What follows belongs to an exercise in optimizing a design on an open flow for small area, a short achievable clock period and few clock cycles per item; a production flow would make more cautious choices.
The RTL was checked by simulation tests, not by an equivalence proof against the original design.

==> flow/design.v <==
module divisor_secuencial #(
    parameter N = 32
) (
    input  logic             clk,
    input  logic             rst,
    input  logic             valid,
    input  logic [N-1:0]     A,
    input  logic [N-1:0]     B,
    output logic [N-1:0]     Q,
    output logic [N-1:0]     R,
    output logic             done,
    output logic             error
);
    logic [N-1:0] x_reg;     
    logic [N-1:0] d_reg;     
    logic [N-1:0] q_reg;     
    logic [4:0]   cnt;       
    logic         err_reg;
    logic s_align1, s_align2, s_step, s_done;
    logic idle;
    assign idle = !(s_align1 || s_align2 || s_step || s_done);
    function automatic logic [5:0] lzc32(input logic [31:0] v);
        logic [15:0] z1;  logic [15:0] c1;         
        logic [7:0]  z2;  logic [15:0] c2;         
        logic [3:0]  z3;  logic [11:0] c3;         
        logic [1:0]  z4;  logic [7:0]  c4;         
        for (int i = 0; i < 16; i++) begin
            z1[i] = !(v[2*i+1] || v[2*i]);
            c1[i] = !v[2*i+1];
        end
        for (int i = 0; i < 8; i++) begin
            z2[i] = z1[2*i+1] && z1[2*i];
            c2[2*i+:2] = z1[2*i+1] ? {1'b1, c1[2*i]} : {1'b0, c1[2*i+1]};
        end
        for (int i = 0; i < 4; i++) begin
            z3[i] = z2[2*i+1] && z2[2*i];
            c3[3*i+:3] = z2[2*i+1] ? {1'b1, c2[4*i+:2]} : {1'b0, c2[4*i+2+:2]};
        end
        for (int i = 0; i < 2; i++) begin
            z4[i] = z3[2*i+1] && z3[2*i];
            c4[4*i+:4] = z3[2*i+1] ? {1'b1, c3[6*i+:3]} : {1'b0, c3[6*i+3+:3]};
        end
        lzc32 = {z4[1] && z4[0], z4[1] ? {1'b1, c4[3:0]} : {1'b0, c4[7:4]}};
    endfunction
    logic [5:0] lz_x, lz_d;
    assign lz_x = lzc32(x_reg);
    assign lz_d = lzc32(d_reg);
    logic [N:0]   diff;
    logic         ge;
    assign diff = {1'b0, x_reg} - {1'b0, d_reg};
    assign ge   = !diff[N];
    assign Q     = q_reg;
    assign R     = x_reg;
    assign done  = s_done;
    assign error = err_reg;
    always_ff @(posedge clk or posedge rst) begin
        if (rst) begin
            s_align1 <= 1'b0;
            s_align2 <= 1'b0;
            s_step   <= 1'b0;
            s_done   <= 1'b0;
        end else begin
            s_align1 <= idle && valid;
            s_align2 <= s_align1 && ge && !lz_d[5];
            s_step   <= s_align2 || (s_step && cnt != '0);
            s_done   <= (s_align1 && (!ge || lz_d[5])) || (s_step && cnt == '0);
        end
    end
    always_ff @(posedge clk) begin
        if (idle)
            x_reg <= A;
        else if (s_step && ge)
            x_reg <= diff[N-1:0];
        if (idle)
            d_reg <= B;
        else if (s_align2)
            d_reg <= d_reg << cnt;
        else if (!s_align1)
            d_reg <= d_reg >> 1;
        if (s_step)
            q_reg <= {q_reg[N-2:0], ge};
        else
            q_reg <= '0;
        if (s_align1)
            cnt <= lz_d[4:0] - lz_x[4:0];
        else if (s_step)
            cnt <= cnt - 1'b1;
        if (s_align1)
            err_reg <= lz_d[5];
    end
endmodule
make LEC_CHECK=0 CAP_MARGIN=20 CORE_MARGIN=2 CORE_UTILIZATION=40 PLACE_DENSITY=0.6 SLEW_MARGIN=20 finish   # period 10.0 ns
run.sh (not shown) runs the stock make flow with config.mk's settings and CLKGATE_MAP_FILE= SYNTH_SCRIPT=/design/flow/synth_recipe.tcl, a recipe that flattens the netlist after the stock synthesis.
Testbench counts at the start, summed over its fixed seeds: cycles 33,940, items 3,600.
Rerun with:
==> flow/design.v (replaced) <==
module divisor_secuencial #(
    parameter N = 32
) (
    input  logic             clk,
    input  logic             rst,
    input  logic             valid,
    input  logic [N-1:0]     A,
    input  logic [N-1:0]     B,
    output logic [N-1:0]     Q,
    output logic [N-1:0]     R,
    output logic             done,
    output logic             error
);
    logic [N-1:0] x_reg;     
    logic [N-1:0] d_reg;     
    logic [N-1:0] q_reg;     
    logic [4:0]   cnt;       
    logic         err_reg;
    logic s_align, s_step, s_done;
    logic idle;
    assign idle = !(s_align || s_step || s_done);
    function automatic logic [5:0] lzc32(input logic [31:0] v);
        logic [15:0] z1;  logic [15:0] c1;         
        logic [7:0]  z2;  logic [15:0] c2;         
        logic [3:0]  z3;  logic [11:0] c3;         
        logic [1:0]  z4;  logic [7:0]  c4;         
        for (int i = 0; i < 16; i++) begin
            z1[i] = !(v[2*i+1] || v[2*i]);
            c1[i] = !v[2*i+1];
        end
        for (int i = 0; i < 8; i++) begin
            z2[i] = z1[2*i+1] && z1[2*i];
            c2[2*i+:2] = z1[2*i+1] ? {1'b1, c1[2*i]} : {1'b0, c1[2*i+1]};
        end
        for (int i = 0; i < 4; i++) begin
            z3[i] = z2[2*i+1] && z2[2*i];
            c3[3*i+:3] = z2[2*i+1] ? {1'b1, c2[4*i+:2]} : {1'b0, c2[4*i+2+:2]};
        end
        for (int i = 0; i < 2; i++) begin
            z4[i] = z3[2*i+1] && z3[2*i];
            c4[4*i+:4] = z3[2*i+1] ? {1'b1, c3[6*i+:3]} : {1'b0, c3[6*i+3+:3]};
        end
        lzc32 = {z4[1] && z4[0], z4[1] ? {1'b1, c4[3:0]} : {1'b0, c4[7:4]}};
    endfunction
    logic [5:0] lz_a, lz_b;
    logic [4:0] shamt;
    always_ff @(posedge clk) begin
        lz_a <= lzc32(A);
        lz_b <= lzc32(B);
    end
    assign shamt = lz_b[4:0] - lz_a[4:0];
    logic [N:0]   diff;
    logic         ge;
    assign diff = {1'b0, x_reg} - {1'b0, d_reg};
    assign ge   = !diff[N];
    assign Q     = q_reg;
    assign R     = x_reg;
    assign done  = s_done;
    assign error = err_reg;
    always_ff @(posedge clk or posedge rst) begin
        if (rst) begin
            s_align <= 1'b0;
            s_step  <= 1'b0;
            s_done  <= 1'b0;
        end else begin
            s_align <= idle && valid;
            s_step  <= (s_align && ge && !lz_b[5]) || (s_step && cnt != '0);
            s_done  <= (s_align && (!ge || lz_b[5])) || (s_step && cnt == '0);
        end
    end
    always_ff @(posedge clk) begin
        if (idle)
            x_reg <= A;
        else if (s_step && ge)
            x_reg <= diff[N-1:0];
        if (idle)
            d_reg <= B;
        else if (s_align)
            d_reg <= d_reg << shamt;
        else
            d_reg <= d_reg >> 1;
        if (s_step)
            q_reg <= {q_reg[N-2:0], ge};
        else
            q_reg <= '0;
        if (s_align)
            cnt <= shamt;
        else
            cnt <= cnt - 1'b1;
        if (s_align)
            err_reg <= lz_b[5];
    end
endmodule
Effect: Design area came out higher by 4.3%. Wire length came out higher by 9.6%. Sequential share of layout area drops by 2.7 points. Setup slack loses 0.23 ns. Core utilization climbs by 1.6 points. First-iteration DRC count rises by 8.5%. Synthesized area is higher by 1.5%. Synthesized cell count rises by 2.9%. Via count increases by 4.5%. Final cell count rises by 4.3%. Critical path depth falls by 7. Register-to-register slack loses 0.03 ns. Global-route usage grows by 2.1 points.
Testbench counts after the change, summed over its fixed seeds: cycles 32,125, items 3,600.

## separate check: timing with driven ports
How much do the figures lean on ideal ports? The routed layouts below were timed once more, with nothing changed but the port constraints.
Step 1 sets driving cells, clkbuf_16 on the clock port and buf_2 on the other inputs (assumed; they add their load-dependent delay and slew).
Step 2 times the ports against the registers' clock, not the clock port: input delays grow and output delays shrink by t, the midpoint of the rising clock arrivals with the driver on.
Three values: ideal ports, drivers, drivers and shift; two values: the first two.
run | shift t [ns] | setup slack, ns | hold slack, ns
the first run | 0.404 | 6.366 / 6.366 / 6.366 | 0.460 / 0.460 / 0.460
the second run | 0.460 | 6.134 / 6.155 / 5.695 | 0.456 / 0.456 / 0.456
After both steps setup and hold are still met in every run listed. The setup slack of the second run, which loses most, moves by +0.021 ns with the drivers and by -0.439 ns with both steps.
